Background: an optimization exercise with open tools, aiming at small area, a short achievable clock period and few clock cycles per item. Do not read the settings as production practice.
Only simulation tests tie the RTL to the original design; equivalence was not proved.

==> design/flow/design.v <==
module atang(
	input             clk,
	input             load,       
	input      [11:0] x,
	input      [11:0] y,
	output     [31:0] z,
	output            done        
    );
	reg  [32:0] xr;              
	reg  [34:0] rr;              
	reg  [31:0] zr;
	reg  [31:1] t;               
	reg  [16:0] oh;              
	reg         dn;              
	wire d = rr[34];             
	wire dx = ~dn;
	reg  [29:0] a;
	wire [29:0] anext = ({30{oh[0]}} & 30'h1C128E80) |
	                    ({30{oh[1]}} & 30'h0E400224) |
	                    ({30{oh[2]}} & 30'h0727154C) |
	                    ({30{oh[3]}} & 30'h03946F29) |
	                    ({30{oh[4]}} & 30'h01CA5435) |
	                    ({30{oh[5]}} & 30'h00E52D8D) |
	                    ({30{oh[6]}} & 30'h007296C6) |
	                    ({30{~t[7]}} & {1'b0, a[29:1]});
	wire [32:0] xmask;
	assign xmask[0] = 1'b0;
	assign xmask[1] = t[1];
	assign xmask[2] = t[2];
	assign xmask[3] = t[3];
	assign xmask[4] = t[4];
	assign xmask[5] = t[5];
	assign xmask[6] = t[6];
	assign xmask[7] = t[7];
	assign xmask[8] = t[8];
	assign xmask[9] = t[9];
	assign xmask[10] = t[10];
	assign xmask[11] = t[11];
	assign xmask[12] = t[12];
	assign xmask[13] = t[13];
	assign xmask[14] = t[14];
	assign xmask[15] = t[15];
	assign xmask[16] = t[16];
	assign xmask[17] = t[17];
	assign xmask[18] = t[18];
	assign xmask[19] = t[19];
	assign xmask[20] = t[20];
	assign xmask[21] = t[21];
	assign xmask[22] = t[22];
	assign xmask[23] = t[23];
	assign xmask[24] = t[24];
	assign xmask[25] = t[25];
	assign xmask[26] = t[26];
	assign xmask[27] = t[27];
	assign xmask[28] = t[28];
	assign xmask[29] = t[29];
	assign xmask[30] = t[30];
	assign xmask[32:31] = 2'b11;
	wire [32:0] xm = xr & xmask;
	wire [32:0] ysh;
	assign ysh[0] = (oh[0] & rr[1]) | (oh[1] & rr[3]) | (oh[2] & rr[5]) | (oh[3] & rr[7]) | (oh[4] & rr[9]) | (oh[5] & rr[11]) | (oh[6] & rr[13]) | (oh[7] & rr[15]) | (oh[8] & rr[17]) | (oh[9] & rr[19]) | (oh[10] & rr[21]) | (oh[11] & rr[23]) | (oh[12] & rr[25]) | (oh[13] & rr[27]) | (oh[14] & rr[29]) | (oh[15] & rr[31]) | (oh[16] & rr[33]) | (rr[34] & ~t[17]);
	assign ysh[1] = (oh[0] & rr[2]) | (oh[1] & rr[4]) | (oh[2] & rr[6]) | (oh[3] & rr[8]) | (oh[4] & rr[10]) | (oh[5] & rr[12]) | (oh[6] & rr[14]) | (oh[7] & rr[16]) | (oh[8] & rr[18]) | (oh[9] & rr[20]) | (oh[10] & rr[22]) | (oh[11] & rr[24]) | (oh[12] & rr[26]) | (oh[13] & rr[28]) | (oh[14] & rr[30]) | (oh[15] & rr[32]) | (rr[34] & ~t[16]);
	assign ysh[2] = (oh[0] & rr[3]) | (oh[1] & rr[5]) | (oh[2] & rr[7]) | (oh[3] & rr[9]) | (oh[4] & rr[11]) | (oh[5] & rr[13]) | (oh[6] & rr[15]) | (oh[7] & rr[17]) | (oh[8] & rr[19]) | (oh[9] & rr[21]) | (oh[10] & rr[23]) | (oh[11] & rr[25]) | (oh[12] & rr[27]) | (oh[13] & rr[29]) | (oh[14] & rr[31]) | (oh[15] & rr[33]) | (rr[34] & ~t[16]);
	assign ysh[3] = (oh[0] & rr[4]) | (oh[1] & rr[6]) | (oh[2] & rr[8]) | (oh[3] & rr[10]) | (oh[4] & rr[12]) | (oh[5] & rr[14]) | (oh[6] & rr[16]) | (oh[7] & rr[18]) | (oh[8] & rr[20]) | (oh[9] & rr[22]) | (oh[10] & rr[24]) | (oh[11] & rr[26]) | (oh[12] & rr[28]) | (oh[13] & rr[30]) | (oh[14] & rr[32]) | (rr[34] & ~t[15]);
	assign ysh[4] = (oh[0] & rr[5]) | (oh[1] & rr[7]) | (oh[2] & rr[9]) | (oh[3] & rr[11]) | (oh[4] & rr[13]) | (oh[5] & rr[15]) | (oh[6] & rr[17]) | (oh[7] & rr[19]) | (oh[8] & rr[21]) | (oh[9] & rr[23]) | (oh[10] & rr[25]) | (oh[11] & rr[27]) | (oh[12] & rr[29]) | (oh[13] & rr[31]) | (oh[14] & rr[33]) | (rr[34] & ~t[15]);
	assign ysh[5] = (oh[0] & rr[6]) | (oh[1] & rr[8]) | (oh[2] & rr[10]) | (oh[3] & rr[12]) | (oh[4] & rr[14]) | (oh[5] & rr[16]) | (oh[6] & rr[18]) | (oh[7] & rr[20]) | (oh[8] & rr[22]) | (oh[9] & rr[24]) | (oh[10] & rr[26]) | (oh[11] & rr[28]) | (oh[12] & rr[30]) | (oh[13] & rr[32]) | (rr[34] & ~t[14]);
	assign ysh[6] = (oh[0] & rr[7]) | (oh[1] & rr[9]) | (oh[2] & rr[11]) | (oh[3] & rr[13]) | (oh[4] & rr[15]) | (oh[5] & rr[17]) | (oh[6] & rr[19]) | (oh[7] & rr[21]) | (oh[8] & rr[23]) | (oh[9] & rr[25]) | (oh[10] & rr[27]) | (oh[11] & rr[29]) | (oh[12] & rr[31]) | (oh[13] & rr[33]) | (rr[34] & ~t[14]);
	assign ysh[7] = (oh[0] & rr[8]) | (oh[1] & rr[10]) | (oh[2] & rr[12]) | (oh[3] & rr[14]) | (oh[4] & rr[16]) | (oh[5] & rr[18]) | (oh[6] & rr[20]) | (oh[7] & rr[22]) | (oh[8] & rr[24]) | (oh[9] & rr[26]) | (oh[10] & rr[28]) | (oh[11] & rr[30]) | (oh[12] & rr[32]) | (rr[34] & ~t[13]);
	assign ysh[8] = (oh[0] & rr[9]) | (oh[1] & rr[11]) | (oh[2] & rr[13]) | (oh[3] & rr[15]) | (oh[4] & rr[17]) | (oh[5] & rr[19]) | (oh[6] & rr[21]) | (oh[7] & rr[23]) | (oh[8] & rr[25]) | (oh[9] & rr[27]) | (oh[10] & rr[29]) | (oh[11] & rr[31]) | (oh[12] & rr[33]) | (rr[34] & ~t[13]);
	assign ysh[9] = (oh[0] & rr[10]) | (oh[1] & rr[12]) | (oh[2] & rr[14]) | (oh[3] & rr[16]) | (oh[4] & rr[18]) | (oh[5] & rr[20]) | (oh[6] & rr[22]) | (oh[7] & rr[24]) | (oh[8] & rr[26]) | (oh[9] & rr[28]) | (oh[10] & rr[30]) | (oh[11] & rr[32]) | (rr[34] & ~t[12]);
	assign ysh[10] = (oh[0] & rr[11]) | (oh[1] & rr[13]) | (oh[2] & rr[15]) | (oh[3] & rr[17]) | (oh[4] & rr[19]) | (oh[5] & rr[21]) | (oh[6] & rr[23]) | (oh[7] & rr[25]) | (oh[8] & rr[27]) | (oh[9] & rr[29]) | (oh[10] & rr[31]) | (oh[11] & rr[33]) | (rr[34] & ~t[12]);
	assign ysh[11] = (oh[0] & rr[12]) | (oh[1] & rr[14]) | (oh[2] & rr[16]) | (oh[3] & rr[18]) | (oh[4] & rr[20]) | (oh[5] & rr[22]) | (oh[6] & rr[24]) | (oh[7] & rr[26]) | (oh[8] & rr[28]) | (oh[9] & rr[30]) | (oh[10] & rr[32]) | (rr[34] & ~t[11]);
	assign ysh[12] = (oh[0] & rr[13]) | (oh[1] & rr[15]) | (oh[2] & rr[17]) | (oh[3] & rr[19]) | (oh[4] & rr[21]) | (oh[5] & rr[23]) | (oh[6] & rr[25]) | (oh[7] & rr[27]) | (oh[8] & rr[29]) | (oh[9] & rr[31]) | (oh[10] & rr[33]) | (rr[34] & ~t[11]);
	assign ysh[13] = (oh[0] & rr[14]) | (oh[1] & rr[16]) | (oh[2] & rr[18]) | (oh[3] & rr[20]) | (oh[4] & rr[22]) | (oh[5] & rr[24]) | (oh[6] & rr[26]) | (oh[7] & rr[28]) | (oh[8] & rr[30]) | (oh[9] & rr[32]) | (rr[34] & ~t[10]);
	assign ysh[14] = (oh[0] & rr[15]) | (oh[1] & rr[17]) | (oh[2] & rr[19]) | (oh[3] & rr[21]) | (oh[4] & rr[23]) | (oh[5] & rr[25]) | (oh[6] & rr[27]) | (oh[7] & rr[29]) | (oh[8] & rr[31]) | (oh[9] & rr[33]) | (rr[34] & ~t[10]);
	assign ysh[15] = (oh[0] & rr[16]) | (oh[1] & rr[18]) | (oh[2] & rr[20]) | (oh[3] & rr[22]) | (oh[4] & rr[24]) | (oh[5] & rr[26]) | (oh[6] & rr[28]) | (oh[7] & rr[30]) | (oh[8] & rr[32]) | (rr[34] & ~t[9]);
	assign ysh[16] = (oh[0] & rr[17]) | (oh[1] & rr[19]) | (oh[2] & rr[21]) | (oh[3] & rr[23]) | (oh[4] & rr[25]) | (oh[5] & rr[27]) | (oh[6] & rr[29]) | (oh[7] & rr[31]) | (oh[8] & rr[33]) | (rr[34] & ~t[9]);
	assign ysh[17] = (oh[0] & rr[18]) | (oh[1] & rr[20]) | (oh[2] & rr[22]) | (oh[3] & rr[24]) | (oh[4] & rr[26]) | (oh[5] & rr[28]) | (oh[6] & rr[30]) | (oh[7] & rr[32]) | (rr[34] & ~t[8]);
	assign ysh[18] = (oh[0] & rr[19]) | (oh[1] & rr[21]) | (oh[2] & rr[23]) | (oh[3] & rr[25]) | (oh[4] & rr[27]) | (oh[5] & rr[29]) | (oh[6] & rr[31]) | (oh[7] & rr[33]) | (rr[34] & ~t[8]);
	assign ysh[19] = (oh[0] & rr[20]) | (oh[1] & rr[22]) | (oh[2] & rr[24]) | (oh[3] & rr[26]) | (oh[4] & rr[28]) | (oh[5] & rr[30]) | (oh[6] & rr[32]) | (rr[34] & ~t[7]);
	assign ysh[20] = (oh[0] & rr[21]) | (oh[1] & rr[23]) | (oh[2] & rr[25]) | (oh[3] & rr[27]) | (oh[4] & rr[29]) | (oh[5] & rr[31]) | (oh[6] & rr[33]) | (rr[34] & ~t[7]);
	assign ysh[21] = (oh[0] & rr[22]) | (oh[1] & rr[24]) | (oh[2] & rr[26]) | (oh[3] & rr[28]) | (oh[4] & rr[30]) | (oh[5] & rr[32]) | (rr[34] & ~t[6]);
	assign ysh[22] = (oh[0] & rr[23]) | (oh[1] & rr[25]) | (oh[2] & rr[27]) | (oh[3] & rr[29]) | (oh[4] & rr[31]) | (oh[5] & rr[33]) | (rr[34] & ~t[6]);
	assign ysh[23] = (oh[0] & rr[24]) | (oh[1] & rr[26]) | (oh[2] & rr[28]) | (oh[3] & rr[30]) | (oh[4] & rr[32]) | (rr[34] & ~t[5]);
	assign ysh[24] = (oh[0] & rr[25]) | (oh[1] & rr[27]) | (oh[2] & rr[29]) | (oh[3] & rr[31]) | (oh[4] & rr[33]) | (rr[34] & ~t[5]);
	assign ysh[25] = (oh[0] & rr[26]) | (oh[1] & rr[28]) | (oh[2] & rr[30]) | (oh[3] & rr[32]) | (rr[34] & ~t[4]);
	assign ysh[26] = (oh[0] & rr[27]) | (oh[1] & rr[29]) | (oh[2] & rr[31]) | (oh[3] & rr[33]) | (rr[34] & ~t[4]);
	assign ysh[27] = (oh[0] & rr[28]) | (oh[1] & rr[30]) | (oh[2] & rr[32]) | (rr[34] & ~t[3]);
	assign ysh[28] = (oh[0] & rr[29]) | (oh[1] & rr[31]) | (oh[2] & rr[33]) | (rr[34] & ~t[3]);
	assign ysh[29] = (oh[0] & rr[30]) | (oh[1] & rr[32]) | (rr[34] & ~t[2]);
	assign ysh[30] = (oh[0] & rr[31]) | (oh[1] & rr[33]) | (rr[34] & ~t[2]);
	assign ysh[31] = (oh[0] & rr[32]) | (rr[34] & ~t[1]);
	assign ysh[32] = (oh[0] & rr[33]) | (rr[34] & ~t[1]);
	wire [34:0] rnext;
	wire [32:0] xnext;
	wire [31:0] znext;
	add35 radd(.a({rr[33:0], 1'b0}), .b({2'b00, xm} ^ {35{~d}}), .ci(~d), .s(rnext));
	add33 xadd(.a(xr), .b(ysh ^ {33{dx}}), .ci(dx), .s(xnext));
	add32 zadd(.a(zr), .b({2'b00, a} ^ {32{dx}}), .ci(dx), .s(znext));
	wire [12:0] xy_sum, xy_dif;
	add13 sadd(.a({1'b0, x}), .b({1'b0, y}), .ci(1'b0), .s(xy_sum));
	add13 dadd(.a({1'b0, y}), .b(~{1'b0, x}), .ci(1'b1), .s(xy_dif));
	always @(posedge clk) begin
		t <= load ? 31'h7fffffff : {t[30:1], 1'b0};
		oh <= load ? 17'd1 : {oh[15:0], 1'b0};
		a <= load ? 30'h35214E63 : anext;
		dn <= load ? ~xy_dif[12] : ~rnext[34];
		if (load) begin
			xr <= {1'b0, xy_sum, 19'b0};
			rr <= {{3{xy_dif[12]}}, xy_dif, 19'b0};
			zr <= 32'h5A000000;
		end else begin
			xr <= xnext;
			rr <= rnext;
			zr <= znext;
		end
	end
	wire [14:0] zl = zr[14:0] ^ {15{dn}};
	assign done = ~|a[29:14] & (zl >= {a[13:0], 1'b0});
	assign z = zr;
endmodule
module add35(input [34:0] a, input [34:0] b, input ci, output [34:0] s);
	wire [34:0] p0 = a ^ b;
	wire [34:0] g0 = a & b;
	wire gc0 = g0[0] | (p0[0] & ci);
	wire gn1 = g0[1] | (p0[1] & gc0);
	wire gn2 = g0[3] | (p0[3] & g0[2]);
	wire pn2 = p0[3] & p0[2];
	wire gn3 = g0[5] | (p0[5] & g0[4]);
	wire pn3 = p0[5] & p0[4];
	wire gn4 = g0[7] | (p0[7] & g0[6]);
	wire pn4 = p0[7] & p0[6];
	wire gn5 = g0[9] | (p0[9] & g0[8]);
	wire pn5 = p0[9] & p0[8];
	wire gn6 = g0[11] | (p0[11] & g0[10]);
	wire pn6 = p0[11] & p0[10];
	wire gn7 = g0[13] | (p0[13] & g0[12]);
	wire pn7 = p0[13] & p0[12];
	wire gn8 = g0[15] | (p0[15] & g0[14]);
	wire pn8 = p0[15] & p0[14];
	wire gn9 = g0[17] | (p0[17] & g0[16]);
	wire pn9 = p0[17] & p0[16];
	wire gn10 = g0[19] | (p0[19] & g0[18]);
	wire pn10 = p0[19] & p0[18];
	wire gn11 = g0[21] | (p0[21] & g0[20]);
	wire pn11 = p0[21] & p0[20];
	wire gn12 = g0[23] | (p0[23] & g0[22]);
	wire pn12 = p0[23] & p0[22];
	wire gn13 = g0[25] | (p0[25] & g0[24]);
	wire pn13 = p0[25] & p0[24];
	wire gn14 = g0[27] | (p0[27] & g0[26]);
	wire pn14 = p0[27] & p0[26];
	wire gn15 = g0[29] | (p0[29] & g0[28]);
	wire pn15 = p0[29] & p0[28];
	wire gn16 = g0[31] | (p0[31] & g0[30]);
	wire pn16 = p0[31] & p0[30];
	wire gn17 = g0[33] | (p0[33] & g0[32]);
	wire pn17 = p0[33] & p0[32];
	wire gn18 = g0[2] | (p0[2] & gn1);
	wire gn19 = gn2 | (pn2 & gn1);
	wire gn20 = g0[6] | (p0[6] & gn3);
	wire pn20 = p0[6] & pn3;
	wire gn21 = gn4 | (pn4 & gn3);
	wire pn21 = pn4 & pn3;
	wire gn22 = g0[10] | (p0[10] & gn5);
	wire pn22 = p0[10] & pn5;
	wire gn23 = gn6 | (pn6 & gn5);
	wire pn23 = pn6 & pn5;
	wire gn24 = g0[14] | (p0[14] & gn7);
	wire pn24 = p0[14] & pn7;
	wire gn25 = gn8 | (pn8 & gn7);
	wire pn25 = pn8 & pn7;
	wire gn26 = g0[18] | (p0[18] & gn9);
	wire pn26 = p0[18] & pn9;
	wire gn27 = gn10 | (pn10 & gn9);
	wire pn27 = pn10 & pn9;
	wire gn28 = g0[22] | (p0[22] & gn11);
	wire pn28 = p0[22] & pn11;
	wire gn29 = gn12 | (pn12 & gn11);
	wire pn29 = pn12 & pn11;
	wire gn30 = g0[26] | (p0[26] & gn13);
	wire pn30 = p0[26] & pn13;
	wire gn31 = gn14 | (pn14 & gn13);
	wire pn31 = pn14 & pn13;
	wire gn32 = g0[30] | (p0[30] & gn15);
	wire pn32 = p0[30] & pn15;
	wire gn33 = gn16 | (pn16 & gn15);
	wire pn33 = pn16 & pn15;
	wire gn34 = g0[34] | (p0[34] & gn17);
	wire pn34 = p0[34] & pn17;
	wire gn35 = g0[4] | (p0[4] & gn19);
	wire gn36 = gn3 | (pn3 & gn19);
	wire gn37 = gn20 | (pn20 & gn19);
	wire gn38 = gn21 | (pn21 & gn19);
	wire gn39 = g0[12] | (p0[12] & gn23);
	wire pn39 = p0[12] & pn23;
	wire gn40 = gn7 | (pn7 & gn23);
	wire pn40 = pn7 & pn23;
	wire gn41 = gn24 | (pn24 & gn23);
	wire pn41 = pn24 & pn23;
	wire gn42 = gn25 | (pn25 & gn23);
	wire pn42 = pn25 & pn23;
	wire gn43 = g0[20] | (p0[20] & gn27);
	wire pn43 = p0[20] & pn27;
	wire gn44 = gn11 | (pn11 & gn27);
	wire pn44 = pn11 & pn27;
	wire gn45 = gn28 | (pn28 & gn27);
	wire pn45 = pn28 & pn27;
	wire gn46 = gn29 | (pn29 & gn27);
	wire pn46 = pn29 & pn27;
	wire gn47 = g0[28] | (p0[28] & gn31);
	wire pn47 = p0[28] & pn31;
	wire gn48 = gn15 | (pn15 & gn31);
	wire pn48 = pn15 & pn31;
	wire gn49 = gn32 | (pn32 & gn31);
	wire pn49 = pn32 & pn31;
	wire gn50 = gn33 | (pn33 & gn31);
	wire pn50 = pn33 & pn31;
	wire gn51 = g0[8] | (p0[8] & gn38);
	wire gn52 = gn5 | (pn5 & gn38);
	wire gn53 = gn22 | (pn22 & gn38);
	wire gn54 = gn23 | (pn23 & gn38);
	wire gn55 = gn39 | (pn39 & gn38);
	wire gn56 = gn40 | (pn40 & gn38);
	wire gn57 = gn41 | (pn41 & gn38);
	wire gn58 = gn42 | (pn42 & gn38);
	wire gn59 = g0[24] | (p0[24] & gn46);
	wire pn59 = p0[24] & pn46;
	wire gn60 = gn13 | (pn13 & gn46);
	wire pn60 = pn13 & pn46;
	wire gn61 = gn30 | (pn30 & gn46);
	wire pn61 = pn30 & pn46;
	wire gn62 = gn31 | (pn31 & gn46);
	wire pn62 = pn31 & pn46;
	wire gn63 = gn47 | (pn47 & gn46);
	wire pn63 = pn47 & pn46;
	wire gn64 = gn48 | (pn48 & gn46);
	wire pn64 = pn48 & pn46;
	wire gn65 = gn49 | (pn49 & gn46);
	wire pn65 = pn49 & pn46;
	wire gn66 = gn50 | (pn50 & gn46);
	wire pn66 = pn50 & pn46;
	wire gn67 = g0[16] | (p0[16] & gn58);
	wire gn68 = gn9 | (pn9 & gn58);
	wire gn69 = gn26 | (pn26 & gn58);
	wire gn70 = gn27 | (pn27 & gn58);
	wire gn71 = gn43 | (pn43 & gn58);
	wire gn72 = gn44 | (pn44 & gn58);
	wire gn73 = gn45 | (pn45 & gn58);
	wire gn74 = gn46 | (pn46 & gn58);
	wire gn75 = gn59 | (pn59 & gn58);
	wire gn76 = gn60 | (pn60 & gn58);
	wire gn77 = gn61 | (pn61 & gn58);
	wire gn78 = gn62 | (pn62 & gn58);
	wire gn79 = gn63 | (pn63 & gn58);
	wire gn80 = gn64 | (pn64 & gn58);
	wire gn81 = gn65 | (pn65 & gn58);
	wire gn82 = gn66 | (pn66 & gn58);
	wire gn83 = g0[32] | (p0[32] & gn82);
	wire gn84 = gn17 | (pn17 & gn82);
	wire gn85 = gn34 | (pn34 & gn82);
	wire [34:0] c;
	assign c[0] = ci;
	assign c[1] = gc0;
	assign c[2] = gn1;
	assign c[3] = gn18;
	assign c[4] = gn19;
	assign c[5] = gn35;
	assign c[6] = gn36;
	assign c[7] = gn37;
	assign c[8] = gn38;
	assign c[9] = gn51;
	assign c[10] = gn52;
	assign c[11] = gn53;
	assign c[12] = gn54;
	assign c[13] = gn55;
	assign c[14] = gn56;
	assign c[15] = gn57;
	assign c[16] = gn58;
	assign c[17] = gn67;
	assign c[18] = gn68;
	assign c[19] = gn69;
	assign c[20] = gn70;
	assign c[21] = gn71;
	assign c[22] = gn72;
	assign c[23] = gn73;
	assign c[24] = gn74;
	assign c[25] = gn75;
	assign c[26] = gn76;
	assign c[27] = gn77;
	assign c[28] = gn78;
	assign c[29] = gn79;
	assign c[30] = gn80;
	assign c[31] = gn81;
	assign c[32] = gn82;
	assign c[33] = gn83;
	assign c[34] = gn84;
	assign s = p0 ^ c;
endmodule
module add33(input [32:0] a, input [32:0] b, input ci, output [32:0] s);
	wire [32:0] p0 = a ^ b;
	wire [32:0] g0 = a & b;
	wire gc0 = g0[0] | (p0[0] & ci);
	wire gn1 = g0[1] | (p0[1] & gc0);
	wire gn2 = g0[3] | (p0[3] & g0[2]);
	wire pn2 = p0[3] & p0[2];
	wire gn3 = g0[5] | (p0[5] & g0[4]);
	wire pn3 = p0[5] & p0[4];
	wire gn4 = g0[7] | (p0[7] & g0[6]);
	wire pn4 = p0[7] & p0[6];
	wire gn5 = g0[9] | (p0[9] & g0[8]);
	wire pn5 = p0[9] & p0[8];
	wire gn6 = g0[11] | (p0[11] & g0[10]);
	wire pn6 = p0[11] & p0[10];
	wire gn7 = g0[13] | (p0[13] & g0[12]);
	wire pn7 = p0[13] & p0[12];
	wire gn8 = g0[15] | (p0[15] & g0[14]);
	wire pn8 = p0[15] & p0[14];
	wire gn9 = g0[17] | (p0[17] & g0[16]);
	wire pn9 = p0[17] & p0[16];
	wire gn10 = g0[19] | (p0[19] & g0[18]);
	wire pn10 = p0[19] & p0[18];
	wire gn11 = g0[21] | (p0[21] & g0[20]);
	wire pn11 = p0[21] & p0[20];
	wire gn12 = g0[23] | (p0[23] & g0[22]);
	wire pn12 = p0[23] & p0[22];
	wire gn13 = g0[25] | (p0[25] & g0[24]);
	wire pn13 = p0[25] & p0[24];
	wire gn14 = g0[27] | (p0[27] & g0[26]);
	wire pn14 = p0[27] & p0[26];
	wire gn15 = g0[29] | (p0[29] & g0[28]);
	wire pn15 = p0[29] & p0[28];
	wire gn16 = g0[31] | (p0[31] & g0[30]);
	wire pn16 = p0[31] & p0[30];
	wire gn17 = g0[2] | (p0[2] & gn1);
	wire gn18 = gn2 | (pn2 & gn1);
	wire gn19 = g0[6] | (p0[6] & gn3);
	wire pn19 = p0[6] & pn3;
	wire gn20 = gn4 | (pn4 & gn3);
	wire pn20 = pn4 & pn3;
	wire gn21 = g0[10] | (p0[10] & gn5);
	wire pn21 = p0[10] & pn5;
	wire gn22 = gn6 | (pn6 & gn5);
	wire pn22 = pn6 & pn5;
	wire gn23 = g0[14] | (p0[14] & gn7);
	wire pn23 = p0[14] & pn7;
	wire gn24 = gn8 | (pn8 & gn7);
	wire pn24 = pn8 & pn7;
	wire gn25 = g0[18] | (p0[18] & gn9);
	wire pn25 = p0[18] & pn9;
	wire gn26 = gn10 | (pn10 & gn9);
	wire pn26 = pn10 & pn9;
	wire gn27 = g0[22] | (p0[22] & gn11);
	wire pn27 = p0[22] & pn11;
	wire gn28 = gn12 | (pn12 & gn11);
	wire pn28 = pn12 & pn11;
	wire gn29 = g0[26] | (p0[26] & gn13);
	wire pn29 = p0[26] & pn13;
	wire gn30 = gn14 | (pn14 & gn13);
	wire pn30 = pn14 & pn13;
	wire gn31 = g0[30] | (p0[30] & gn15);
	wire pn31 = p0[30] & pn15;
	wire gn32 = gn16 | (pn16 & gn15);
	wire pn32 = pn16 & pn15;
	wire gn33 = g0[4] | (p0[4] & gn18);
	wire gn34 = gn3 | (pn3 & gn18);
	wire gn35 = gn19 | (pn19 & gn18);
	wire gn36 = gn20 | (pn20 & gn18);
	wire gn37 = g0[12] | (p0[12] & gn22);
	wire pn37 = p0[12] & pn22;
	wire gn38 = gn7 | (pn7 & gn22);
	wire pn38 = pn7 & pn22;
	wire gn39 = gn23 | (pn23 & gn22);
	wire pn39 = pn23 & pn22;
	wire gn40 = gn24 | (pn24 & gn22);
	wire pn40 = pn24 & pn22;
	wire gn41 = g0[20] | (p0[20] & gn26);
	wire pn41 = p0[20] & pn26;
	wire gn42 = gn11 | (pn11 & gn26);
	wire pn42 = pn11 & pn26;
	wire gn43 = gn27 | (pn27 & gn26);
	wire pn43 = pn27 & pn26;
	wire gn44 = gn28 | (pn28 & gn26);
	wire pn44 = pn28 & pn26;
	wire gn45 = g0[28] | (p0[28] & gn30);
	wire pn45 = p0[28] & pn30;
	wire gn46 = gn15 | (pn15 & gn30);
	wire pn46 = pn15 & pn30;
	wire gn47 = gn31 | (pn31 & gn30);
	wire pn47 = pn31 & pn30;
	wire gn48 = gn32 | (pn32 & gn30);
	wire pn48 = pn32 & pn30;
	wire gn49 = g0[8] | (p0[8] & gn36);
	wire gn50 = gn5 | (pn5 & gn36);
	wire gn51 = gn21 | (pn21 & gn36);
	wire gn52 = gn22 | (pn22 & gn36);
	wire gn53 = gn37 | (pn37 & gn36);
	wire gn54 = gn38 | (pn38 & gn36);
	wire gn55 = gn39 | (pn39 & gn36);
	wire gn56 = gn40 | (pn40 & gn36);
	wire gn57 = g0[24] | (p0[24] & gn44);
	wire pn57 = p0[24] & pn44;
	wire gn58 = gn13 | (pn13 & gn44);
	wire pn58 = pn13 & pn44;
	wire gn59 = gn29 | (pn29 & gn44);
	wire pn59 = pn29 & pn44;
	wire gn60 = gn30 | (pn30 & gn44);
	wire pn60 = pn30 & pn44;
	wire gn61 = gn45 | (pn45 & gn44);
	wire pn61 = pn45 & pn44;
	wire gn62 = gn46 | (pn46 & gn44);
	wire pn62 = pn46 & pn44;
	wire gn63 = gn47 | (pn47 & gn44);
	wire pn63 = pn47 & pn44;
	wire gn64 = gn48 | (pn48 & gn44);
	wire pn64 = pn48 & pn44;
	wire gn65 = g0[16] | (p0[16] & gn56);
	wire gn66 = gn9 | (pn9 & gn56);
	wire gn67 = gn25 | (pn25 & gn56);
	wire gn68 = gn26 | (pn26 & gn56);
	wire gn69 = gn41 | (pn41 & gn56);
	wire gn70 = gn42 | (pn42 & gn56);
	wire gn71 = gn43 | (pn43 & gn56);
	wire gn72 = gn44 | (pn44 & gn56);
	wire gn73 = gn57 | (pn57 & gn56);
	wire gn74 = gn58 | (pn58 & gn56);
	wire gn75 = gn59 | (pn59 & gn56);
	wire gn76 = gn60 | (pn60 & gn56);
	wire gn77 = gn61 | (pn61 & gn56);
	wire gn78 = gn62 | (pn62 & gn56);
	wire gn79 = gn63 | (pn63 & gn56);
	wire gn80 = gn64 | (pn64 & gn56);
	wire gn81 = g0[32] | (p0[32] & gn80);
	wire [32:0] c;
	assign c[0] = ci;
	assign c[1] = gc0;
	assign c[2] = gn1;
	assign c[3] = gn17;
	assign c[4] = gn18;
	assign c[5] = gn33;
	assign c[6] = gn34;
	assign c[7] = gn35;
	assign c[8] = gn36;
	assign c[9] = gn49;
	assign c[10] = gn50;
	assign c[11] = gn51;
	assign c[12] = gn52;
	assign c[13] = gn53;
	assign c[14] = gn54;
	assign c[15] = gn55;
	assign c[16] = gn56;
	assign c[17] = gn65;
	assign c[18] = gn66;
	assign c[19] = gn67;
	assign c[20] = gn68;
	assign c[21] = gn69;
	assign c[22] = gn70;
	assign c[23] = gn71;
	assign c[24] = gn72;
	assign c[25] = gn73;
	assign c[26] = gn74;
	assign c[27] = gn75;
	assign c[28] = gn76;
	assign c[29] = gn77;
	assign c[30] = gn78;
	assign c[31] = gn79;
	assign c[32] = gn80;
	assign s = p0 ^ c;
endmodule
module add32(input [31:0] a, input [31:0] b, input ci, output [31:0] s);
	wire [31:0] p0 = a ^ b;
	wire [31:0] g0 = a & b;
	wire gc0 = g0[0] | (p0[0] & ci);
	wire gn1 = g0[1] | (p0[1] & gc0);
	wire gn2 = g0[3] | (p0[3] & g0[2]);
	wire pn2 = p0[3] & p0[2];
	wire gn3 = g0[5] | (p0[5] & g0[4]);
	wire pn3 = p0[5] & p0[4];
	wire gn4 = g0[7] | (p0[7] & g0[6]);
	wire pn4 = p0[7] & p0[6];
	wire gn5 = g0[9] | (p0[9] & g0[8]);
	wire pn5 = p0[9] & p0[8];
	wire gn6 = g0[11] | (p0[11] & g0[10]);
	wire pn6 = p0[11] & p0[10];
	wire gn7 = g0[13] | (p0[13] & g0[12]);
	wire pn7 = p0[13] & p0[12];
	wire gn8 = g0[15] | (p0[15] & g0[14]);
	wire pn8 = p0[15] & p0[14];
	wire gn9 = g0[17] | (p0[17] & g0[16]);
	wire pn9 = p0[17] & p0[16];
	wire gn10 = g0[19] | (p0[19] & g0[18]);
	wire pn10 = p0[19] & p0[18];
	wire gn11 = g0[21] | (p0[21] & g0[20]);
	wire pn11 = p0[21] & p0[20];
	wire gn12 = g0[23] | (p0[23] & g0[22]);
	wire pn12 = p0[23] & p0[22];
	wire gn13 = g0[25] | (p0[25] & g0[24]);
	wire pn13 = p0[25] & p0[24];
	wire gn14 = g0[27] | (p0[27] & g0[26]);
	wire pn14 = p0[27] & p0[26];
	wire gn15 = g0[29] | (p0[29] & g0[28]);
	wire pn15 = p0[29] & p0[28];
	wire gn16 = g0[31] | (p0[31] & g0[30]);
	wire pn16 = p0[31] & p0[30];
	wire gn17 = g0[2] | (p0[2] & gn1);
	wire gn18 = gn2 | (pn2 & gn1);
	wire gn19 = g0[6] | (p0[6] & gn3);
	wire pn19 = p0[6] & pn3;
	wire gn20 = gn4 | (pn4 & gn3);
	wire pn20 = pn4 & pn3;
	wire gn21 = g0[10] | (p0[10] & gn5);
	wire pn21 = p0[10] & pn5;
	wire gn22 = gn6 | (pn6 & gn5);
	wire pn22 = pn6 & pn5;
	wire gn23 = g0[14] | (p0[14] & gn7);
	wire pn23 = p0[14] & pn7;
	wire gn24 = gn8 | (pn8 & gn7);
	wire pn24 = pn8 & pn7;
	wire gn25 = g0[18] | (p0[18] & gn9);
	wire pn25 = p0[18] & pn9;
	wire gn26 = gn10 | (pn10 & gn9);
	wire pn26 = pn10 & pn9;
	wire gn27 = g0[22] | (p0[22] & gn11);
	wire pn27 = p0[22] & pn11;
	wire gn28 = gn12 | (pn12 & gn11);
	wire pn28 = pn12 & pn11;
	wire gn29 = g0[26] | (p0[26] & gn13);
	wire pn29 = p0[26] & pn13;
	wire gn30 = gn14 | (pn14 & gn13);
	wire pn30 = pn14 & pn13;
	wire gn31 = g0[30] | (p0[30] & gn15);
	wire pn31 = p0[30] & pn15;
	wire gn32 = gn16 | (pn16 & gn15);
	wire pn32 = pn16 & pn15;
	wire gn33 = g0[4] | (p0[4] & gn18);
	wire gn34 = gn3 | (pn3 & gn18);
	wire gn35 = gn19 | (pn19 & gn18);
	wire gn36 = gn20 | (pn20 & gn18);
	wire gn37 = g0[12] | (p0[12] & gn22);
	wire pn37 = p0[12] & pn22;
	wire gn38 = gn7 | (pn7 & gn22);
	wire pn38 = pn7 & pn22;
	wire gn39 = gn23 | (pn23 & gn22);
	wire pn39 = pn23 & pn22;
	wire gn40 = gn24 | (pn24 & gn22);
	wire pn40 = pn24 & pn22;
	wire gn41 = g0[20] | (p0[20] & gn26);
	wire pn41 = p0[20] & pn26;
	wire gn42 = gn11 | (pn11 & gn26);
	wire pn42 = pn11 & pn26;
	wire gn43 = gn27 | (pn27 & gn26);
	wire pn43 = pn27 & pn26;
	wire gn44 = gn28 | (pn28 & gn26);
	wire pn44 = pn28 & pn26;
	wire gn45 = g0[28] | (p0[28] & gn30);
	wire pn45 = p0[28] & pn30;
	wire gn46 = gn15 | (pn15 & gn30);
	wire pn46 = pn15 & pn30;
	wire gn47 = gn31 | (pn31 & gn30);
	wire pn47 = pn31 & pn30;
	wire gn48 = gn32 | (pn32 & gn30);
	wire pn48 = pn32 & pn30;
	wire gn49 = g0[8] | (p0[8] & gn36);
	wire gn50 = gn5 | (pn5 & gn36);
	wire gn51 = gn21 | (pn21 & gn36);
	wire gn52 = gn22 | (pn22 & gn36);
	wire gn53 = gn37 | (pn37 & gn36);
	wire gn54 = gn38 | (pn38 & gn36);
	wire gn55 = gn39 | (pn39 & gn36);
	wire gn56 = gn40 | (pn40 & gn36);
	wire gn57 = g0[24] | (p0[24] & gn44);
	wire pn57 = p0[24] & pn44;
	wire gn58 = gn13 | (pn13 & gn44);
	wire pn58 = pn13 & pn44;
	wire gn59 = gn29 | (pn29 & gn44);
	wire pn59 = pn29 & pn44;
	wire gn60 = gn30 | (pn30 & gn44);
	wire pn60 = pn30 & pn44;
	wire gn61 = gn45 | (pn45 & gn44);
	wire pn61 = pn45 & pn44;
	wire gn62 = gn46 | (pn46 & gn44);
	wire pn62 = pn46 & pn44;
	wire gn63 = gn47 | (pn47 & gn44);
	wire pn63 = pn47 & pn44;
	wire gn64 = gn48 | (pn48 & gn44);
	wire pn64 = pn48 & pn44;
	wire gn65 = g0[16] | (p0[16] & gn56);
	wire gn66 = gn9 | (pn9 & gn56);
	wire gn67 = gn25 | (pn25 & gn56);
	wire gn68 = gn26 | (pn26 & gn56);
	wire gn69 = gn41 | (pn41 & gn56);
	wire gn70 = gn42 | (pn42 & gn56);
	wire gn71 = gn43 | (pn43 & gn56);
	wire gn72 = gn44 | (pn44 & gn56);
	wire gn73 = gn57 | (pn57 & gn56);
	wire gn74 = gn58 | (pn58 & gn56);
	wire gn75 = gn59 | (pn59 & gn56);
	wire gn76 = gn60 | (pn60 & gn56);
	wire gn77 = gn61 | (pn61 & gn56);
	wire gn78 = gn62 | (pn62 & gn56);
	wire gn79 = gn63 | (pn63 & gn56);
	wire gn80 = gn64 | (pn64 & gn56);
	wire [31:0] c;
	assign c[0] = ci;
	assign c[1] = gc0;
	assign c[2] = gn1;
	assign c[3] = gn17;
	assign c[4] = gn18;
	assign c[5] = gn33;
	assign c[6] = gn34;
	assign c[7] = gn35;
	assign c[8] = gn36;
	assign c[9] = gn49;
	assign c[10] = gn50;
	assign c[11] = gn51;
	assign c[12] = gn52;
	assign c[13] = gn53;
	assign c[14] = gn54;
	assign c[15] = gn55;
	assign c[16] = gn56;
	assign c[17] = gn65;
	assign c[18] = gn66;
	assign c[19] = gn67;
	assign c[20] = gn68;
	assign c[21] = gn69;
	assign c[22] = gn70;
	assign c[23] = gn71;
	assign c[24] = gn72;
	assign c[25] = gn73;
	assign c[26] = gn74;
	assign c[27] = gn75;
	assign c[28] = gn76;
	assign c[29] = gn77;
	assign c[30] = gn78;
	assign c[31] = gn79;
	assign s = p0 ^ c;
endmodule
module add13(input [12:0] a, input [12:0] b, input ci, output [12:0] s);
	wire [12:0] p0 = a ^ b;
	wire [12:0] g0 = a & b;
	wire gc0 = g0[0] | (p0[0] & ci);
	wire gn1 = g0[1] | (p0[1] & gc0);
	wire gn2 = g0[3] | (p0[3] & g0[2]);
	wire pn2 = p0[3] & p0[2];
	wire gn3 = g0[5] | (p0[5] & g0[4]);
	wire pn3 = p0[5] & p0[4];
	wire gn4 = g0[7] | (p0[7] & g0[6]);
	wire pn4 = p0[7] & p0[6];
	wire gn5 = g0[9] | (p0[9] & g0[8]);
	wire pn5 = p0[9] & p0[8];
	wire gn6 = g0[11] | (p0[11] & g0[10]);
	wire pn6 = p0[11] & p0[10];
	wire gn7 = g0[2] | (p0[2] & gn1);
	wire gn8 = gn2 | (pn2 & gn1);
	wire gn9 = g0[6] | (p0[6] & gn3);
	wire pn9 = p0[6] & pn3;
	wire gn10 = gn4 | (pn4 & gn3);
	wire pn10 = pn4 & pn3;
	wire gn11 = g0[10] | (p0[10] & gn5);
	wire pn11 = p0[10] & pn5;
	wire gn12 = gn6 | (pn6 & gn5);
	wire pn12 = pn6 & pn5;
	wire gn13 = g0[4] | (p0[4] & gn8);
	wire gn14 = gn3 | (pn3 & gn8);
	wire gn15 = gn9 | (pn9 & gn8);
	wire gn16 = gn10 | (pn10 & gn8);
	wire gn17 = g0[12] | (p0[12] & gn12);
	wire pn17 = p0[12] & pn12;
	wire gn18 = g0[8] | (p0[8] & gn16);
	wire gn19 = gn5 | (pn5 & gn16);
	wire gn20 = gn11 | (pn11 & gn16);
	wire gn21 = gn12 | (pn12 & gn16);
	wire gn22 = gn17 | (pn17 & gn16);
	wire [12:0] c;
	assign c[0] = ci;
	assign c[1] = gc0;
	assign c[2] = gn1;
	assign c[3] = gn7;
	assign c[4] = gn8;
	assign c[5] = gn13;
	assign c[6] = gn14;
	assign c[7] = gn15;
	assign c[8] = gn16;
	assign c[9] = gn18;
	assign c[10] = gn19;
	assign c[11] = gn20;
	assign c[12] = gn21;
	assign s = p0 ^ c;
endmodule
module conv_dec_ascii(
	input  [16:0] d_in,
	output [20:0] digits     
    );
	wire [6:0] i = d_in[16:10];
	wire [9:0] f = d_in[9:0];
	wire [13:0] m1 = {1'b0, f, 3'b0} + {3'b0, f, 1'b0};
	wire [13:0] m2 = {1'b0, m1[9:0], 3'b0} + {3'b0, m1[9:0], 1'b0};
	wire [13:0] m3 = {1'b0, m2[9:0], 3'b0} + {3'b0, m2[9:0], 1'b0};
	wire [3:0] qh = m1[13:10];
	wire [3:0] qt = m2[13:10];
	wire [3:0] qo = m3[13:10];
	wire [3:0] it = (i >= 7'd120) ? 4'd12 : (i >= 7'd110) ? 4'd11 : (i >= 7'd100) ? 4'd10 :
	                (i >= 7'd90) ? 4'd9 : (i >= 7'd80) ? 4'd8 : (i >= 7'd70) ? 4'd7 :
	                (i >= 7'd60) ? 4'd6 : (i >= 7'd50) ? 4'd5 : (i >= 7'd40) ? 4'd4 :
	                (i >= 7'd30) ? 4'd3 : (i >= 7'd20) ? 4'd2 : (i >= 7'd10) ? 4'd1 : 4'd0;
	wire [6:0] io = i - {it, 3'b0} - {2'b0, it, 1'b0};
	wire       ih = it[3] & (it[2] | it[1]);
	wire [8:0] ti = {ih, ih ? it - 4'd10 : it, io[3:0]};
	assign digits = {ti, qh, qt, qo};
endmodule
module CRC(
	input  [20:0] digits,    
	output [7:0]  crc
    );
	function [7:0] crc8;
		input [47:0] m;
		integer k;
		reg [7:0] c;
		reg fb;
		begin
			c = 8'h80;
			for (k = 47; k >= 0; k = k - 1) begin
				fb = c[7] ^ m[k];
				c = {c[6:0], 1'b0} ^ (fb ? 8'h31 : 8'h00);
			end
			crc8 = c;
		end
	endfunction
	wire [47:0] text = {7'b0011000, digits[20], 4'h3, digits[19:16], 4'h3, digits[15:12],
	                    4'h3, digits[11:8], 4'h3, digits[7:4], 4'h3, digits[3:0]};
	assign crc = crc8(text);
endmodule
module angle_frame(
	input clk,
	input rst,
	input start,
	input [11:0] x,
	input [11:0] y,
	output [55:0] frame,
	output frame_valid
    );
	reg        busy;
	reg        valid;
	reg  [20:0] dig;
	reg  [7:0]  crc_hi;          
	wire [31:0] z;
	wire [20:0] dig_next;
	wire [7:0]  crc_hi_next, crc_lo, crc_0;
	wire        done;
	atang Arctg_alg(.clk(clk), .load(start), .x(x), .y(y), .z(z), .done(done));
	conv_dec_ascii Conversie(.d_in(z[31:15]), .digits(dig_next));
	CRC crc_a(.digits({dig_next[20:4], 4'd0}), .crc(crc_hi_next));
	CRC crc_b(.digits({17'd0, dig[3:0]}), .crc(crc_lo));
	CRC crc_c(.digits(21'd0), .crc(crc_0));
	wire last = done;
	always @(posedge clk) begin
		dig <= dig_next;
		crc_hi <= crc_hi_next;
		if (rst) begin
			busy  <= 1'b0;
			valid <= 1'b0;
		end else begin
			busy  <= start | (busy & ~last);
			valid <= busy & last;
		end
	end
	assign frame = {7'b0011000, dig[20], 4'h3, dig[19:16], 4'h3, dig[15:12],
	                4'h3, dig[11:8], 4'h3, dig[7:4], 4'h3, dig[3:0],
	                crc_hi ^ crc_lo ^ crc_0};
	assign frame_valid = valid;
endmodule
==> design/flow/flow/resynth.abc <==
strash
dch
map -B 0.2
topo
stime -c
upsize -c
dnsize -c
==> design/flow/standard.sh <==
#!/bin/bash
# synth_recipe.tcl (not shown) runs the flow's synth.tcl, then flattens the netlist and writes it again
# the make line also repeats each setting of config.mk as NAME=value (left out here)
make -C /OpenROAD-flow-scripts/flow DESIGN_CONFIG=/design/flow/config.mk WORK_HOME=/design/flow/orfs CLKGATE_MAP_FILE= SYNTH_SCRIPT=/design/flow/synth_recipe.tcl "${@:-finish}"
==> design/flow/flow/resynth.ys <==
read_liberty -overwrite -ignore_miss_func @LIB@
read_verilog -overwrite @IN@
hierarchy -top angle_frame
setattr -mod -set keep_hierarchy 1 sky130_fd_sc_hd__df*
flatten
opt_clean
abc -script @ABC@ -liberty @LIB@ -dont_use sky130_fd_sc_hd__lpflow_bleeder_1 -dont_use sky130_fd_sc_hd__lpflow_clkbufkapwr_1 -dont_use sky130_fd_sc_hd__lpflow_clkbufkapwr_16 -dont_use sky130_fd_sc_hd__lpflow_clkbufkapwr_2 -dont_use sky130_fd_sc_hd__lpflow_clkbufkapwr_4 -dont_use sky130_fd_sc_hd__lpflow_clkbufkapwr_8 -dont_use sky130_fd_sc_hd__lpflow_clkinvkapwr_1 -dont_use sky130_fd_sc_hd__lpflow_clkinvkapwr_16 -dont_use sky130_fd_sc_hd__lpflow_clkinvkapwr_2 -dont_use sky130_fd_sc_hd__lpflow_clkinvkapwr_4 -dont_use sky130_fd_sc_hd__lpflow_clkinvkapwr_8 -dont_use sky130_fd_sc_hd__lpflow_decapkapwr_12 -dont_use sky130_fd_sc_hd__lpflow_decapkapwr_3 -dont_use sky130_fd_sc_hd__lpflow_decapkapwr_4 -dont_use sky130_fd_sc_hd__lpflow_decapkapwr_6 -dont_use sky130_fd_sc_hd__lpflow_decapkapwr_8 -dont_use sky130_fd_sc_hd__lpflow_inputiso0n_1 -dont_use sky130_fd_sc_hd__lpflow_inputiso0p_1 -dont_use sky130_fd_sc_hd__lpflow_inputiso1n_1 -dont_use sky130_fd_sc_hd__lpflow_inputiso1p_1 -dont_use sky130_fd_sc_hd__lpflow_inputisolatch_1 -dont_use sky130_fd_sc_hd__lpflow_isobufsrc_1 -dont_use sky130_fd_sc_hd__lpflow_isobufsrc_16 -dont_use sky130_fd_sc_hd__lpflow_isobufsrc_2 -dont_use sky130_fd_sc_hd__lpflow_isobufsrc_4 -dont_use sky130_fd_sc_hd__lpflow_isobufsrc_8 -dont_use sky130_fd_sc_hd__lpflow_isobufsrckapwr_16 -dont_use sky130_fd_sc_hd__lpflow_lsbuf_lh_hl_isowell_tap_1 -dont_use sky130_fd_sc_hd__lpflow_lsbuf_lh_hl_isowell_tap_2 -dont_use sky130_fd_sc_hd__lpflow_lsbuf_lh_hl_isowell_tap_4 -dont_use sky130_fd_sc_hd__lpflow_lsbuf_lh_isowell_4 -dont_use sky130_fd_sc_hd__lpflow_lsbuf_lh_isowell_tap_1 -dont_use sky130_fd_sc_hd__lpflow_lsbuf_lh_isowell_tap_2 -dont_use sky130_fd_sc_hd__lpflow_lsbuf_lh_isowell_tap_4 -dont_use sky130_fd_sc_hd__probe_p_8 -dont_use sky130_fd_sc_hd__probec_p_8 
opt_clean -purge
hilomap -singleton -hicell sky130_fd_sc_hd__conb_1 HI -locell sky130_fd_sc_hd__conb_1 LO
setundef -zero
splitnets
opt_clean -purge
stat -liberty @LIB@
delete =sky130_fd_sc_hd__*
write_verilog -noattr -noexpr -nohex -nodec @OUT@
==> design/flow/flow/run.sh <==
#!/bin/bash
# Layout flow: the standard synthesis, then the combinational logic
# (everything but the flip-flops, which keep their names and cells) is
# re-mapped by ABC with an area-recovering script; then the standard
# layout from the netlist, with sky130_fd_sc_hd__buf_2 port buffers.
# Every tool's output goes to a log file in this folder.
set -euo pipefail
bash standard.sh synth > flow_synth.log 2>&1
R=orfs/results/sky130hd/angle_frame/base
cp $R/1_2_yosys.v $R/1_2_yosys_standard.v
LIB=$FLOW_HOME/platforms/sky130hd/lib/sky130_fd_sc_hd__tt_025C_1v80.lib
sed -e "s#@IN@#$R/1_2_yosys_standard.v#" -e "s#@OUT@#$R/1_2_yosys.v#" \
    -e "s#@LIB@#$LIB#g" -e "s#@ABC@#flow/resynth.abc#" flow/resynth.ys > resynth.ys
yosys -l yosys_resynth.log -q resynth.ys > /dev/null 2>&1
bash standard.sh BUFFER_PORTS_ARGS="-buffer_cell sky130_fd_sc_hd__buf_2" finish > flow_finish.log 2>&1
==> design/flow/config.mk <==
export PLATFORM = sky130hd
export DESIGN_NAME = angle_frame
export DESIGN_NICKNAME = angle_frame
export VERILOG_FILES = /design/flow/design.v
export SDC_FILE = /design/flow/constraint.sdc
export NUM_CORES = 8
export LEC_CHECK = 0
export CAP_MARGIN = 20
export CORE_MARGIN = 2
export CORE_UTILIZATION = 40
export CTS_BUF_LIST = sky130_fd_sc_hd__clkbuf_16
export CTS_CLUSTER_DIAMETER = 80
export CTS_CLUSTER_SIZE = 24
export SETUP_SLACK_MARGIN = 4.5
export SLEW_MARGIN = 20
export SYNTH_MEMORY_MAX_BITS = 65536
==> design/flow/constraint.sdc <==
create_clock -name core_clock -period 8.0 [get_ports {clk}]
set_input_delay 1.6000 -clock core_clock [delete_from_list [all_inputs] [get_ports {clk}]]
set_output_delay 1.6000 -clock core_clock [all_outputs]
set_load 0.01 [all_outputs]
==> run notes, run 1 <==
* TritonCTS clock tree: yes
- The setup check on the worst reg-to-reg path leaves a slack of ~4.7 ns.
- In this run the tool buffered the top-level ports with between 50 and 60 buffer cells.
- Master cell of the clock root buffer: sky130_fd_sc_hd__clkbuf_16
* Final critical path time including I/O delays and setup: about 3.3 ns
- Footprint of the flip-flops and latches: 4170 µm²
- STA classifies the critical path startpoint as a register.
* H-tree depth: 1
* Number of inserted diodes: 0
- The flow ran to the end and the layout has no timing, DRC or antenna violations.
- The synthesized netlist occupies a cell area of approximately 16000 µm².
* Die Y: just over 200 µm
- Measured against its own limit, the worst slew margin works out to 0.454.
- The longest clock path from root to sink contains 3 buffers.
- The worst register-to-register path begins at Arctg_alg.oh[6].
* Initial core utilization: 0.407
* Launch point of the worst hold path: Arctg_alg.t[28]
- Setup repair after global routing could not meet its margin everywhere.
- 84 I/O pins were placed.
- Core Region: between 30000 and 40000 µm²
- The critical path is of the register to register type.
* Via total after detailed routing: 17100
- The worst hold path belongs to the class register to register.
* Wire length of the first global-routing pass: roughly 80000 µm
- Syn. warnings: 3
- Clock tree synthesis inserted a total of 18 buffers.
- The final hold violation count was 0.
- Total wirelength of the detailed-routed design: 51500 µm
* Cell count of the worst hold path: 1
- Data arrives at the worst endpoint at 3.82 ns.
* Global placer's final weighted congestion: 0.938
- Hold timing on the final database bottoms out at a slack of 0.410 ns.
- In the routed design, unresolved DRC markers number 0.
* Fmax: 0.299 GHz
* Fin nets: around 2600
* Number of pins exceeding their max-slew limit in the final report: 0
- Sum Neg Setup Slack: 0 ns
* Final-layout fill cell count: 4070
* Die Wd: ~200 µm
* Cell count of the worst reg-to-reg path: 17
- Clock latency on the worst-skew pair, taken at its later pin, is 0.56 ns.
- The worst setup path is captured at a register.
* Global routing usage summed across all routing layers: 0.243
- Layout overhead on the synthesized area: 12.3%
* Min-Delay Endpoint: Arctg_alg.t[29]
* Capture instance of the worst register-to-register path: Arctg_alg.xr[28]
- Entering global routing, the biggest net connects 97 pins.
- Of all nets on the critical path, the largest fanout is 20.
* Share of cells above drive strength 1: 0.121
- Die Outline Area: between 40000 and 50000 µm²
- At the pin with the least slew margin, the transition time is around 0.82 ns.
* Num Clock Sinks: just over 200
- Part of the cycle the worst path needs: 0.418
* Via-per-instance ratio: 5.48
* Clock transition at the register clock pins on the worst setup and hold paths after CTS: 0.10 ns
- The multi-input combinational cells in the finished layout cover a total of ~11000 µm².
* Routed WL per cell: around 17 µm
* Worst-case clock skew: between 0.04 and 0.05 ns
* Post-synthesis instance total: 2473
- In this run, the number of DRC markers left after iteration 0 of detailed routing was about 1400.
- Measured on the finished design, the core utilization comes to 0.457.
* Detailed placer's ending HPWL: 37400 µm
- Syn Area/Cell: between 6 and 7 µm²
* First-pass iteration count of the detailed router: 8
- The number of global-route vias before repair came to approximately 16000.
- Setup violations remaining at the end of the flow were counted as 0.
- In this run the core area contains 72 standard-cell rows.
- Summed over all layers, the global routing overflow is 0.
- The number of antenna violations at the first check in global routing is 0.
* Worst endpoint required time: 8.47 ns
* Count of nets left with antenna violations after detail routing: 0
- Number of maximum-capacitance constraint violations: 0
-- cell type report --
type                            instances  area share
Multi-Input combinational cell       1995       0.601
Sequential cell                       207       0.234
Inverter                              295      0.0662
Tap cell                              518      0.0364
Timing Repair Buffer                   72      0.0259
Clock buffer                           18      0.0253
Clock inverter                         14      0.0104
-- state kept, by name, summed over array words and instances, names as in the netlist, 8 cells and up --
register and cells:
Arctg_alg.rr 34, Arctg_alg.xr 33, Arctg_alg.zr 32, Arctg_alg.a 30
Arctg_alg.t 30, dig 21, Arctg_alg.oh 16, crc_hi 8
-- through the flow --
stage	instance area (µm²)	cells	setup slack, ns
6_report	17800	3119	4.65
2_1_floorplan	16000	2498	4.55
3_5_place_dp	17000	3080	3.92
4_1_cts	17600	3112	4.51
3_3_place_gp	17000	3080	3.99
5_1_grt	17800	3119	4.41
-- how the worst max path moves through the flow --
stage,from,end,slack (ns),cells past startpoint
floorplan,y[0],Arctg_alg.rr[31],4.55,21
global placement,y[1],Arctg_alg.rr[33],3.99,22
detailed placement,y[1],Arctg_alg.rr[33],3.92,22
CTS,Arctg_alg.rr[34],Arctg_alg.rr[26],4.51,17
global route,y[1],Arctg_alg.rr[33],4.41,22
finish,Arctg_alg.oh[6],Arctg_alg.xr[28],4.65,17
-- critical path, cell delays in order (launching register included) --
cell	delay (ns)
sky130_fd_sc_hd__dfxtp_2	0.71
sky130_fd_sc_hd__inv_2	0.26
sky130_fd_sc_hd__o22ai_1	0.30
sky130_fd_sc_hd__nor3_1	0.13
sky130_fd_sc_hd__nand3_1	0.08
sky130_fd_sc_hd__nand2_1	0.07
sky130_fd_sc_hd__nand3_1	0.09
sky130_fd_sc_hd__nand2_1	0.13
sky130_fd_sc_hd__nand4_1	0.14
sky130_fd_sc_hd__nand2_2	0.11
sky130_fd_sc_hd__nand2_2	0.16
sky130_fd_sc_hd__nand3_2	0.22
sky130_fd_sc_hd__a31o_2	0.30
sky130_fd_sc_hd__a21oi_2	0.21
sky130_fd_sc_hd__nand2_1	0.07
sky130_fd_sc_hd__a31oi_1	0.13
sky130_fd_sc_hd__o21ai_1	0.08
sky130_fd_sc_hd__nand2_1	0.06
-- placed cells by master (no fill, tap or decap), types with 19 or more instances in the layout --
cell type / count
sky130_fd_sc_hd__a22oi_1: 51
sky130_fd_sc_hd__nand3_1: 165
sky130_fd_sc_hd__xor2_1: 86
sky130_fd_sc_hd__clkinv_1: 252
sky130_fd_sc_hd__o21ai_1: 20
sky130_fd_sc_hd__inv_2: 30
sky130_fd_sc_hd__clkbuf_16: 19
sky130_fd_sc_hd__dfxtp_1: 187
sky130_fd_sc_hd__nand2_2: 30
sky130_fd_sc_hd__nor2_1: 294
sky130_fd_sc_hd__o22ai_1: 47
sky130_fd_sc_hd__nand4_1: 63
sky130_fd_sc_hd__a21oi_1: 124
sky130_fd_sc_hd__buf_2: 55
sky130_fd_sc_hd__nor3_1: 36
sky130_fd_sc_hd__conb_1: 27
sky130_fd_sc_hd__or2_2: 35
sky130_fd_sc_hd__nand3_2: 20
sky130_fd_sc_hd__nand2_1: 638
sky130_fd_sc_hd__o21ai_0: 91
sky130_fd_sc_hd__xnor2_1: 57
-- routing by layer --
layer / wire, µm / GRT usage / vias to the layer above / share of wire
met1: 22500 / 0.311 / 7796 / 0.44
met3: 2900 / 0.0234 / 163 / 0.056
met4: 2470 / 0.105 / 0 / 0.048
met5: 0 / 0 / - / 0
li1: - / - / 8571 / -
met2: 23700 / 0.417 / 556 / 0.46
-- repair_timing --
item / 4_1_cts / 5_1_grt
pin swaps: 0 / 11
setup endpoints to repair: 52 / 39
buffers inserted: 0 / 6
hold buffers: 0 / 0
gates resized for setup: 10 / 42
cloned: 0 / 1
Testbench counts, summed over its fixed seeds: cycles 159,356, frames 8,000.
==> run 2: changes to the inputs <==
--- a/design/flow/config.mk
+++ b/design/flow/config.mk
@@ -13,3 +13,3 @@
 export CTS_CLUSTER_SIZE = 24
-export SETUP_SLACK_MARGIN = 4.5
+export SETUP_SLACK_MARGIN = 4.6
 export SLEW_MARGIN = 20
==> run 2 against run 1 <==
  * Still clean on timing, DRC and antenna
  * Synthesized area stayed put
  * Clock-buffer cell count increased by 1
  * Clock skew down 0.023 ns
  * Fmax grew 2.1%
  * Design area grew 1.0%
  * Flip-flop and latch count stayed put
  * Sequential share of layout area down 0.065 points
==> run notes, run 2 <==
* Outcome: timing/DRC/antenna clean
* Post-DP Area: 17000 µm² (+0.16%)
* Num CTS Buffers: 18 (unchanged)
- The total half-perimeter wirelength after legalization and detailed placement came to 37100 µm (-0.80%).
- RSZ-0062 raised after global routing: true
- Most common cell after layout, fill and taps aside: sky130_fd_sc_hd__nand2_1
* Netlist area before placement: 15900 µm² (unchanged)
- Master cell of the clock root buffer: sky130_fd_sc_hd__clkbuf_16
* Count of nets left with antenna violations after detail routing: 0 (unchanged)
- Via total after detailed routing: 16900 (-0.99%)
- Clock transition at the register clock pins on the worst setup and hold paths after CTS: 0.09 ns (about the same)
- Number of setup violations in the final report: 0 (unchanged)
- The number of placement rows is 72 (unchanged).
* Commonest non-fill, non-tap cells in the layout: sky130_fd_sc_hd__nand2_1 (633), sky130_fd_sc_hd__nor2_1 (291), sky130_fd_sc_hd__clkinv_1 (245)
* Global routing usage summed across all routing layers: 0.244 (+0.00122)
* Number of pins exceeding their max-slew limit in the final report: 0 (unchanged)
* Syn. warnings: 3 (unchanged)
- The critical path is of the input pin to register type.
* Number of maximum-capacitance constraint violations: 0 (unchanged)
- In the final layout, the registers with the most flip-flops are Arctg_alg.rr (34), Arctg_alg.xr (33), Arctg_alg.zr (32).
- Clock insertion delay at the later pin of the skew report: 0.53 ns (-0.03 ns)
- The diode insertion count for antenna repair came to 0 (unchanged).
- The actual transition at the worst max-transition pin came to 0.818 ns (-0.00158 ns).
- The clock period minus final worst setup slack came to 3.28 ns (-0.0700 ns).
* Fin. Hold Viols: 0 (unchanged)
- Slowest stage delay, CP: 0.24 ns (-0.47 ns)
- Endpoint arrival time on the critical path: 3.70 ns (-0.12 ns)
* Die Wd: 203 µm (unchanged)
- The number of nets in the layout is 2617 (+0.038%).
- Die Outline Area: 41200 µm² (unchanged)
- Top cell by count, worst path: sky130_fd_sc_hd__nor2_2
- Share of cells above drive strength 1: 0.133 (+0.0119)
- The final worst clock skew was 0.0204 ns (-0.0225 ns).
- The tightest min-delay check is of the register to register type.
- The worst register-to-register path ends at Arctg_alg.xr[31].
- The worst reg2reg path depth was 17 (unchanged).
- The number of detailed-route iterations in the first pass came to 6 (-2).
* Cell Chain, Critical Path: buf_12 > nor2_4 > a21oi_4 > o21ai_2 > nor2_2 > nor2_2 > nor2_2 > nor2_2 > nor2_2 > o21ai_1 > o21ai_1 > nand2_1 > o21ai_2 > o211ai_1 > nand2_1 > nand2_2 > a41oi_2 > nand2_1 > nor2_1
* Num Clock Sinks: 207 (unchanged)
- Total wirelength of the detailed-routed design: 51000 µm (-1.0%)
* Global placer's final weighted congestion: 0.976 (+4.1%)
* Launch point of the worst hold path: Arctg_alg.t[22]
* Wire length of the first global-routing pass: 82400 µm (+0.96%)
* Critical path capture point: Arctg_alg.xr[31]
* Hold buffer count at cts: 0 (unchanged)
- TritonCTS clock tree: yes
* Drt initial violations: 1283 (-7.9%)
- Sum Neg Setup Slack: 0 ns (unchanged)
* Number of port buffers: 56 (unchanged)
- Core Region: 38900 µm² (unchanged)
* Part of the cycle the worst path needs: 0.410 (-0.00875)
* Routed WL per cell: 16.3 µm (-1.1%)
- From synthesis to final layout, the design area changed by 13.4%.
- The number of remaining DRC errors came to 0 (unchanged).
- The cell area after layout is 18000 µm² (+1.0%).
- Via-per-instance ratio: 5.42 (-1.0%)
- The buffer depth of the longest clock path is 3 (unchanged).
- Final-layout fill cell count: 4084 (+0.34%)
- Syn Area/Cell: 6.41 µm² (unchanged)
- The number of flip-flops in the largest register came to 34 (unchanged).
- The minimum setup slack among reg-to-reg paths was 4.78 ns (+0.13 ns).
- The number of global-route vias before repair was 16200 (+2.6%).
- Largest net degree at the start of global routing: 97 (unchanged)
* Initial antenna violation count: 0 (unchanged)
* Remaining Overflow, GRT: 0 (unchanged)
- Tracing the worst setup path back leads to its startpoint at y[1].
* Standard cell with the maximum stage delay on the critical path: sky130_fd_sc_hd__o211ai_1
* Fmax: 0.305 GHz (+2.1%)
- The initial cell density of the core is 0.407 (unchanged).
- The remaining max-slew budget at the tightest pin came to 0.451 (-0.00314).
- Element type at the critical path end: register
- The number of H-tree branching levels came to 1 (unchanged).
* FF-to-FF Start: Arctg_alg.rr[27]
- The number of top-level design ports is 84 (unchanged).
* Top reg by flops: Arctg_alg.rr
* Footprint of the flip-flops and latches: 4200 µm² (+0.72%)
* Type of origin of the critical path: input pin
- The height of the die was 203 µm (unchanged).
- The number of instances in the synthesized netlist is 2473 (unchanged).
- Highest fanout seen on the critical path: 4 (-80%)
- The footprint of the multi-input gates came to 10800 µm² (+0.67%).
- The endpoint required time on the critical path was 8.43 ns (-0.04 ns).
- Final core occ: 0.462 (+0.00456)
run 2: area by class of cell:
class | instances | area share
Tap cell | 518 | 0.0361
Clock buffer | 19 | 0.0264
Sequential cell | 207 | 0.234
Timing Repair Buffer | 73 | 0.0292
Clock inverter | 13 | 0.00856
Inverter | 295 | 0.0666
Multi-Input combinational cell | 1995 | 0.599
run 2: routing by layer:
metal | vias up | part of all wire | GRT usage
met5 | - | 0 | 0
met4 | 0 | 0.040 | 0.101
met3 | 158 | 0.058 | 0.0295
met2 | 529 | 0.46 | 0.423
met1 | 7674 | 0.44 | 0.307
li1 | 8555 | - | -
run 2: stage by stage:
| stage | hold slack (ns) | std cells | setup slack [ns] |
|---|---|---|---|
| floorplan | 0.415 | 2498 | 4.58 |
| global placement | 0.419 | 3078 | 4.04 |
| detailed placement | 0.422 | 3078 | 3.98 |
| CTS | 0.433 | 3111 | 4.60 |
| global route | 0.451 | 3120 | 4.52 |
| finish | 0.436 | 3120 | 4.72 |
run 2: how the worst min path moves through the flow:
stage	end	slack [ns]	depth (start not counted)
after floorplan	Arctg_alg.t[19]	0.41	1
after global placement	Arctg_alg.t[27]	0.42	1
after detailed placement	Arctg_alg.t[30]	0.42	1
after CTS	Arctg_alg.t[19]	0.43	1
after global routing	Arctg_alg.t[23]	0.45	1
final	Arctg_alg.t[23]	0.44	1
run 2: timing repair:
action / 4_1_cts / 5_1_grt
resized for setup: 18 / 73
buffers inserted: 1 / 8
cloned: 0 / 1
pin swaps: 0 / 17
endpoints found under the setup margin: 47 / 43
run 2: worst max-delay path: cells and delay by family:
family / cells / cell delay [ns]
compound gates: 7 / 0.91
simple gates: 11 / 1.07
buf+inv: 1 / 0.12

==> what the ideal ports hide <==
The results above use ideal ports. As a check the final layouts listed here were re-extracted and re-timed, cells and wires unchanged. Step 1, drivers: a clkbuf_16 drives clk and a buf_2 each remaining input, both assumed. Step 2 times the ports against the registers' clock, not the clock port: input delays grow and output delays shrink by t, the midpoint of the rising clock arrivals with the driver on. Slacks: ideal / step 1 / step 2; pairs: ideal / step 1.
run | t, ns | slack for setup (ns) | worst hold slack (ns) | latest minus earliest clock arrival (ns) | slew at the worst register clock pin (ns)
run 1 | 0.589 | 4.653 / 4.653 / 4.123 | 0.410 / 0.410 / 0.410 | 0.043 / 0.043 | 0.10 / 0.10
run 2 | 0.579 | 4.723 / 4.730 / 4.150 | 0.436 / 0.436 / 0.436 | 0.020 / 0.021 | 0.10 / 0.10
After both steps setup and hold are still met in every run listed. The setup slack of run 2, which loses most, moves by +0.007 ns with the drivers and by -0.573 ns with both steps.
